Background: an optimization exercise with open tools, aiming at small area and a short achievable clock period. Do not read the settings as production practice. Where RTL was checked, it was by simulation tests only, not by an equivalence proof against the original. Power figures rest on the tool's default switching activity, not on a simulated workload.

## pcpu
module pcpu(
    input clock,
    input enable,
    input reset,
    input start,
    input [15:0] i_datain,
    input [15:0] d_datain,
    output [7:0] i_addr,
    output [7:0] d_addr,
    output d_we,
    output [15:0] d_dataout
    );
Size: ~1600 cells after synthesis, roughly 260 flip-flops, roughly 69 I/O pins, ~14000 µm² of cells after synthesis.
Settings: LEC_CHECK=0, ABC_AREA=1, CAP_MARGIN=0, CORE_MARGIN=2, CORE_UTILIZATION=40, CTS_CLUSTER_DIAMETER=100, CTS_CLUSTER_SIZE=20, GPL_ROUTABILITY_DRIVEN=0, SETUP_SLACK_MARGIN=2.8, SLEW_MARGIN=0; clock period 5.0 ns.
standard.sh (not shown) runs the stock make flow with config.mk's settings and CLKGATE_MAP_FILE= SYNTH_SCRIPT=/design/flow/synth_recipe.tcl, a recipe that flattens the netlist after the stock synthesis.
==> flow/flow/run.sh <==
#!/bin/bash
# The standard layout, with the port buffers made of buf_2 cells instead of the
# resizer's default pick; each tool's output is in flow.log here.
set -euo pipefail
bash standard.sh BUFFER_PORTS_ARGS="-buffer_cell sky130_fd_sc_hd__buf_2" finish > flow.log 2>&1
The baseline finished with timing, DRC and antenna clean.
Rerun with:
- GPL_ROUTABILITY_DRIVEN: 0 -> not set
- SETUP_SLACK_MARGIN: 2.8 -> 2.9
=>
- count of clock-buffer cells in the layout rises by 1
- sequential power stays flat
- setup slack is better by 0.0083 ns
- non-clock buffer count rises by 56
- design area rises by a few percent
- register-to-register slack is better by 0.06 ns
- synthesized cell count does not change
- combinational power rises by roughly a tenth
Rerun with:
- SETUP_SLACK_MARGIN: 2.9 -> 2.8
- The new run finished with timing, DRC and antenna clean
- worst setup slack degrades by 0.018 ns
- area after synthesis is unchanged
- design area came out lower by 4.0%
- flip-flop and latch count stays the same
- non-clock buffer count fell by 60
- hold slack gets better by 0.0080 ns
- clock skew increases by 0.0081 ns
- global-route usage goes down by 0.15 points
- count of clock-buffer cells in the layout fell by 5
- critical path depth stays the same
Rerun with:
- SETUP_SLACK_MARGIN: 2.8 -> 2.72
The changed run ran to the end with no violations; fmax decreases by a few percent; sequential power stays flat; power decreases slightly; worst setup slack loses 0.048 ns; count of clock-buffer cells in the layout increases by 3; via count decreases slightly; core utilization decreases by 0.67 points; hold slack loses 0.0047 ns; critical path depth increases by 10; routed wire length decreases by a few percent.
No run of this note included a check of the RTL's function; only the layout flow was run.

* * *

Another version of the RTL of pcpu (not shown whole).
For scale: ~1200 cells after synthesis, ~15000 um^2 of cells after synthesis.
make LEC_CHECK=0 CAP_MARGIN=20 CORE_MARGIN=2 CORE_UTILIZATION=40 SETUP_SLACK_MARGIN=3.0 SLEW_MARGIN=20 finish   # period 5.0 ns
run.sh (not shown) runs the stock make flow with config.mk's settings and CLKGATE_MAP_FILE= SYNTH_SCRIPT=/design/flow/synth_recipe.tcl, a recipe that flattens the netlist after the stock synthesis.
Stock flow here: none of the scripts above is used.
The starting point completed without violations.
Next try:
--- a/flow/config.mk
+++ b/flow/config.mk
@@ -11 +11 @@
-export SETUP_SLACK_MARGIN = 3.0
+export SETUP_SLACK_MARGIN = 2.6
Result: The changed run completed without violations; clock power rises by 11%; first-iteration DRC count rises by 2.4%; final cell count falls by 4.1%; via count falls by 4.0%.

* * *

pcpu, a different RTL version from the one above (not shown whole).
For scale: about 1600 cells after synthesis, roughly 260 flip-flops, ~14000 µm² of cells after synthesis.
clock: 5.0 ns
lec_check: 0
abc_area: 1
cap_margin: 0
core_margin: 2
core_utilization: 40
cts_cluster_diameter: 100
cts_cluster_size: 20
setup_slack_margin: 2.8
slew_margin: 0
standard.sh (not shown) runs the stock make flow with config.mk's settings and CLKGATE_MAP_FILE= SYNTH_SCRIPT=/design/flow/synth_recipe.tcl, a recipe that flattens the netlist after the stock synthesis.
==> flow/flow/run.sh <==
#!/bin/bash
# The standard layout, with the port buffers made of buf_4 cells instead of the
# resizer's default pick; each tool's output is in flow.log here.
set -euo pipefail
bash standard.sh BUFFER_PORTS_ARGS="-buffer_cell sky130_fd_sc_hd__buf_4" finish > flow.log 2>&1
Next try:
==> flow/flow/run.sh (replaced) <==
#!/bin/bash
# The standard layout, with the port buffers made of buf_2 cells instead of the
# resizer's default pick; each tool's output is in flow.log here.
set -euo pipefail
bash standard.sh BUFFER_PORTS_ARGS="-buffer_cell sky130_fd_sc_hd__buf_2" finish > flow.log 2>&1
After rerunning: The new run finished with timing, DRC and antenna clean. Design area fell by a few percent. Utilization went down by 1.5 points. Routed wire length went down slightly. Worst setup slack improved by 48 ps. Hold slack is about the same. Die area stays the same. Register-to-register slack gets better by 110 ps. Global-route usage hardly moves. Clock skew falls by 5.7 ps. Clock power hardly moves.

* * *

## try-harbor
The RTL this note starts from:
==> flow/design.v <==
`timescale 1ns / 1ps
module pcpu(
    input clock,
    input enable,
    input reset,
    input start,
    input [15:0] i_datain,
    input [15:0] d_datain,
    output [7:0] i_addr,
    output [7:0] d_addr,
    output d_we,
    output [15:0] d_dataout
    );
    reg state;
    wire run = (state == 1'b1);
    reg w_halt;
    always @(posedge clock)
        if (reset)
            state <= 1'b0;
        else if (!run)
            state <= enable & start;
        else
            state <= enable & ~w_halt;
    reg [15:0] gr[0:7];
    reg [15:0] wdata;
    reg w_we;
    reg [2:0] w_dst;
    genvar g;
    generate
        for (g = 0; g < 8; g = g + 1) begin : rf
            always @(posedge clock)
                if (reset | (run & w_we & (w_dst == g)))
                    gr[g] <= wdata;
        end
    endgenerate
    reg [7:0] pc;
    reg [4:0] id_op;
    reg [10:0] id_f;
    reg [15:0] mem_c;
    wire taken;
    always @(posedge clock or posedge reset)
        if (reset) begin
            pc <= 8'b0;
            id_op <= 5'b0_0000;
        end else if (run) begin
            pc <= taken ? mem_c[7:0] : pc + 8'd1;
            id_op <= i_datain[15:11];
        end
    wire [4:0] f_op = i_datain[15:11];
    wire f_r1 = (f_op == 5'b1_0000) | (f_op == 5'b1_0011) | (f_op == 5'b0_1001) | (f_op == 5'b0_1011)
              | (f_op == 5'b1_1001) | (f_op[4:3] == 2'b11 && f_op[2:1] != 2'b00);
    wire f_store = (f_op == 5'b0_0011);
    reg [2:0] id_sa, id_sq;
    always @(posedge clock)
        if (run) begin
            id_f <= i_datain[10:0];
            id_sa <= f_r1 ? i_datain[10:8] : i_datain[6:4];
            id_sq <= f_store ? i_datain[10:8] : i_datain[2:0];
        end
    wire [4:0] op = id_op;
    wire [2:0] r1 = id_f[10:8];
    wire [7:0] imm = id_f[7:0];
    wire d_jump  = (op == 5'b1_1000);
    wire d_store = (op == 5'b0_0011);
    wire d_load  = (op == 5'b0_0010);
    wire d_shl   = (op == 5'b0_0100) | (op == 5'b0_0101);
    wire d_shr   = (op == 5'b0_0110) | (op == 5'b0_0111);
    wire d_and   = (op == 5'b0_1101);
    wire d_or    = (op == 5'b0_1110);
    wire d_xor   = (op == 5'b0_1111);
    wire d_subc  = (op == 5'b1_0010);
    wire d_addc  = (op == 5'b1_0001);
    wire d_sub   = (op == 5'b0_1010) | (op == 5'b0_1011) | (op == 5'b0_1100) | (op == 5'b1_0011);
    wire d_r3    = (op == 5'b0_1000) | (op == 5'b1_0001) | (op == 5'b0_1010) | (op == 5'b1_0010)
                 | (op == 5'b0_1100) | (op == 5'b0_1101) | (op == 5'b0_1110) | (op == 5'b0_1111);
    wire d_hi    = (op == 5'b1_0000) | (op == 5'b1_0011);
    wire d_v3    = d_load | d_store | d_shl | d_shr;
    wire d_fl    = d_shl | d_shr | d_and | d_or | d_xor | d_sub | d_subc | d_addc
                 | (op == 5'b0_1000) | (op == 5'b0_1001) | (op == 5'b1_0000);
    wire d_wr    = d_fl & (op != 5'b0_1100) | d_load;
    wire d_br    = (op[4:3] == 2'b11);
    wire d_halt  = (op == 5'b0_0001);
    wire [15:0] port_a = gr[id_sa];
    wire [15:0] port_q = gr[id_sq];
    wire [15:0] rev_a;
    genvar k;
    generate
        for (k = 0; k < 16; k = k + 1) begin : rv
            assign rev_a[k] = port_a[15 - k];
        end
    endgenerate
    wire [15:0] a_next;
    assign a_next[15:8] = d_shl ? rev_a[15:8] : port_a[15:8];
    assign a_next[7:0]  = d_jump ? 8'b0 : d_shl ? rev_a[7:0] : port_a[7:0];
    wire [15:0] b_val;
    assign b_val[3:0]  = d_r3 ? port_q[3:0] : d_hi ? 4'b0 : imm[3:0];
    assign b_val[7:4]  = (d_r3 | d_store) ? port_q[7:4] : (d_hi | d_v3) ? 4'b0 : imm[7:4];
    assign b_val[15:8] = (d_r3 | d_store) ? port_q[15:8] : d_hi ? imm : 8'b0;
    wire d_neg = d_sub | d_subc;
    reg [15:0] ex_a, ex_b;
    reg ex_add, ex_and, ex_or, ex_xor, ex_shl, ex_shr, ex_ca, ex_cb;
    reg ex_ld;
    reg [2:0] ex_brt, ex_dst;
    reg ex_fl, ex_st, ex_br, ex_halt, ex_we;
    always @(posedge clock)
        if (run) begin
            ex_a <= a_next;
            ex_b <= d_neg ? ~b_val : b_val;
            ex_add <= ~(d_and | d_or | d_xor | d_shl | d_shr);
            ex_and <= d_and;
            ex_or <= d_or;
            ex_xor <= d_xor;
            ex_shl <= d_shl;
            ex_shr <= d_shr;
            ex_ca <= d_addc | d_subc;
            ex_cb <= d_neg;
            ex_ld <= d_load;
            ex_brt <= {op[2:1], d_store ? port_q[3] : op[0]};
            ex_dst <= d_store ? port_q[2:0] : r1;
        end
    always @(posedge clock or posedge reset)
        if (reset) begin
            ex_fl <= 1'b0;
            ex_st <= 1'b0;
            ex_br <= 1'b0;
            ex_halt <= 1'b0;
            ex_we <= 1'b0;
        end else if (run) begin
            ex_fl <= d_fl;
            ex_st <= d_store;
            ex_br <= d_br;
            ex_halt <= d_halt;
            ex_we <= d_wr;
        end
    reg zf, nf, cf;
    wire cin = ex_ca ? (cf ^ ex_cb) : ex_cb;
    wire [15:0] b_add = {ex_b[15:8], ex_b[7:4] & {4{~ex_st}}, ex_b[3:0]};
    wire [17:0] sum18 = {1'b0, ex_a, 1'b1} + {1'b0, b_add, cin};
    wire [15:0] sum = sum18[16:1];
    wire cout = sum18[17];
    wire [16:0] sh = {ex_a, cf} >> ex_b[3:0];
    reg [15:0] alu;
    integer j;
    always @(*)
        for (j = 0; j < 16; j = j + 1)
            alu[j] = (ex_add & sum[j])
                   | (ex_and & (ex_a[j] & ex_b[j]))
                   | (ex_or  & (ex_a[j] | ex_b[j]))
                   | (ex_xor & (ex_a[j] ^ ex_b[j]))
                   | (ex_shl & sh[16 - j])
                   | (ex_shr & sh[j + 1]);
    wire cf_next = (ex_add & (cout ^ ex_cb)) | ((ex_shl | ex_shr) & sh[0]);
    reg [7:0] smdr1;
    reg m_ld;
    reg [2:0] m_brt, m_dst;
    reg dw, m_fl, m_br, m_halt, m_we;
    always @(posedge clock)
        if (run) begin
            mem_c[7:0] <= alu[7:0];
            mem_c[15:8] <= ex_st ? ex_b[15:8] : alu[15:8];
            smdr1 <= {ex_b[7:4], ex_brt[0], ex_dst};
            m_ld <= ex_ld;
            m_brt <= ex_brt;
            m_dst <= ex_dst;
        end
    always @(posedge clock or posedge reset)
        if (reset) begin
            cf <= 1'b0;
            dw <= 1'b0;
            m_fl <= 1'b0;
            m_br <= 1'b0;
            m_halt <= 1'b0;
            m_we <= 1'b0;
        end else if (run) begin
            if (ex_fl)
                cf <= cf_next;
            dw <= ex_st;
            m_fl <= ex_fl;
            m_br <= ex_br;
            m_halt <= ex_halt;
            m_we <= ex_we;
        end
    wire flag = m_brt[2] ? (m_brt[1] ? cf : nf) : zf;
    assign taken = m_br & ((m_brt[2:1] == 2'b00) | (flag ^ m_brt[0]));
    assign i_addr = pc;
    assign d_addr = mem_c[7:0];
    assign d_we = dw;
    assign d_dataout = {mem_c[15:8], smdr1};
    always @(posedge clock or posedge reset)
        if (reset) begin
            zf <= 1'b0;
            nf <= 1'b0;
            wdata <= 16'b0;
            w_halt <= 1'b0;
            w_we <= 1'b0;
        end else if (run) begin
            if (m_fl) begin
                zf <= (mem_c == 16'b0);
                nf <= mem_c[15];
            end
            wdata <= m_ld ? d_datain : mem_c;
            w_halt <= m_halt;
            w_we <= m_we;
        end
    always @(posedge clock)
        if (run)
            w_dst <= m_dst;
endmodule
clock: 5.0 ns
lec_check: 0
cap_margin: 20
core_margin: 2
core_utilization: 55
cts_cluster_diameter: 100
cts_cluster_size: 20
setup_slack_margin: 2.6
slew_margin: 20
==> flow/flow/run.sh <==
#!/bin/bash
# The standard layout, with the port buffers made of buf_2 cells instead of the
# resizer's default pick; each tool's output is in flow.log here.
set -euo pipefail
bash standard.sh BUFFER_PORTS_ARGS="-buffer_cell sky130_fd_sc_hd__buf_2" finish > flow.log 2>&1
## Diff of input files: try-xenon against try-harbor
Settings: CORE_UTILIZATION: 55 -> 40; CTS_CLUSTER_SIZE: 20 -> 30.
### Flow results
Static leakage of try-xenon is on par with try-harbor. try-xenon ends up with a global-route total usage across every layer that is 7.6 points lower than in try-harbor. Detailed-routing iteration count for the pre-antenna-repair pass, try-harbor and try-xenon, lower one = try-harbor. Between try-harbor and try-xenon, the overall power of the completed layout figures differ only marginally. On relative max-transition margin: between try-harbor and try-xenon, it ends up higher for try-xenon. Compared with try-harbor, try-xenon shows a design area that is 0.77% higher.
Edits applied to the flow inputs when going from try-xenon to try-juniper:
Settings: a deleted CTS_CLUSTER_DIAMETER that had been 100; an added CTS_BUF_LIST of sky130_fd_sc_hd__clkbuf_4 sky130_fd_sc_hd__clkbuf_8; a deleted CTS_CLUSTER_SIZE that had been 30; a change of SETUP_SLACK_MARGIN from 2.6 to 2.8; a change of CORE_UTILIZATION from 40 to 60.
==> flow/run.sh (new file) <==
#!/bin/bash
# synth_recipe.tcl (not shown) runs the flow's synth.tcl, then flattens the netlist and writes it again
# the make line also repeats each setting of config.mk as NAME=value (left out here)
make -C /OpenROAD-flow-scripts/flow DESIGN_CONFIG=/design/flow/config.mk WORK_HOME=/design/flow/orfs CLKGATE_MAP_FILE= SYNTH_SCRIPT=/design/flow/synth_recipe.tcl finish
removed: flow/flow/run.sh
removed: flow/standard.sh
==> summary.txt <==
- Maximum number of pins on one net before global-route repair ends up higher on try-juniper.
- try-xenon has lower overall global routing resource usage than try-juniper.
- try-juniper leaves more setup margin than try-xenon.
- try-juniper completed end to end with timing, DRC and antenna clean.
Inputs modified between try-juniper and try-garnet:
Settings: CTS_CLUSTER_SIZE now 20, previously not set; CORE_UTILIZATION now 40, was 60; SLEW_MARGIN now 0, was 20; ABC_AREA now 1, previously not set; SETUP_SLACK_MARGIN now 2.6, was 2.8; CTS_BUF_LIST no longer set, was sky130_fd_sc_hd__clkbuf_4 sky130_fd_sc_hd__clkbuf_8; CAP_MARGIN now 0, was 20; CTS_CLUSTER_DIAMETER now 100, previously not set.
==> flow/flow/run.sh (new file) <==
#!/bin/bash
# The standard layout, with the port buffers made of buf_2 cells instead of the
# resizer's default pick; each tool's output is in flow.log here.
set -euo pipefail
bash standard.sh BUFFER_PORTS_ARGS="-buffer_cell sky130_fd_sc_hd__buf_2" finish > flow.log 2>&1
==> flow/standard.sh (new file) <==
#!/bin/bash
# synth_recipe.tcl (not shown) runs the flow's synth.tcl, then flattens the netlist and writes it again
# the make line also repeats each setting of config.mk as NAME=value (left out here)
make -C /OpenROAD-flow-scripts/flow DESIGN_CONFIG=/design/flow/config.mk WORK_HOME=/design/flow/orfs CLKGATE_MAP_FILE= SYNTH_SCRIPT=/design/flow/synth_recipe.tcl "${@:-finish}"
removed: flow/run.sh
==> summary.txt <==
Relative to try-juniper, standby leakage power has increased by 2.8% in try-garnet.
Cell area in try-garnet vs try-juniper: down 1800 µm²
Floorplan check, try-garnet vs try-juniper: die outline larger in try-garnet
The final reports for try-garnet and try-juniper show global-route usage lower in the former.
try-garnet vs. try-juniper: internal portion of total power fell by 16%, global-route wire length before repair rose by 3000 µm, per-instance average area after synthesis fell by about 27%.
On via count: between try-juniper and try-garnet, it ends up higher for try-garnet.

==> port drivers added, routing unchanged <==
The flow's constraints put no driver on any port. The routed layouts listed below were extracted and timed again, unchanged, in two steps. Step 1, drivers: a clkbuf_16 drives clock and a buf_2 each remaining input, both assumed. Step 2 times the ports against the registers' clock, not the clock port: input delays grow and output delays shrink by t, the midpoint of the rising clock arrivals with the driver on. a / b / c = ideal / step 1 / step 2; a / b = the first two.
run	t, ns	slack for setup (ns)	latest minus earliest clock arrival (ns)	worst register clock-pin slew, ns	pins driven straight from the clock port
the first run of note 1	0.567	2.748 / 2.699 / 2.569	0.021 / 0.021	0.09 / 0.09	1
the second run of note 1	0.570	2.757 / 2.700 / 2.574	0.016 / 0.016	0.09 / 0.09	1
the third run of note 1	0.563	2.739 / 2.687 / 2.581	0.024 / 0.024	0.09 / 0.09	1
the fourth run of note 1	0.562	2.691 / 2.685 / 2.609	0.031 / 0.030	0.10 / 0.10	1
the first run of note 2	0.599	2.523 / 2.523 / 2.484	0.012 / 0.013	0.06 / 0.06	1
the second run of note 2	0.594	2.499 / 2.499 / 2.185	0.026 / 0.026	0.07 / 0.07	1
the first run of note 3	0.559	2.712 / 2.712 / 2.650	0.032 / 0.032	0.09 / 0.09	1
the second run of note 3	0.558	2.760 / 2.711 / 2.640	0.026 / 0.026	0.09 / 0.09	1
try-harbor	0.564	2.429 / 2.429 / 2.318	0.036 / 0.035	0.09 / 0.09	1
try-xenon	0.559	2.443 / 2.443 / 2.409	0.042 / 0.042	0.12 / 0.12	1
try-juniper	0.609	2.458 / 2.458 / 2.274	0.044 / 0.045	0.07 / 0.07	1
try-garnet	0.561	2.629 / 2.629 / 2.518	0.020 / 0.020	0.09 / 0.09	1
After both steps setup and hold are still met in every run listed. For the second run of note 2, which loses most, drivers alone change the setup slack by 0.000 ns; drivers and shift together by -0.314 ns.
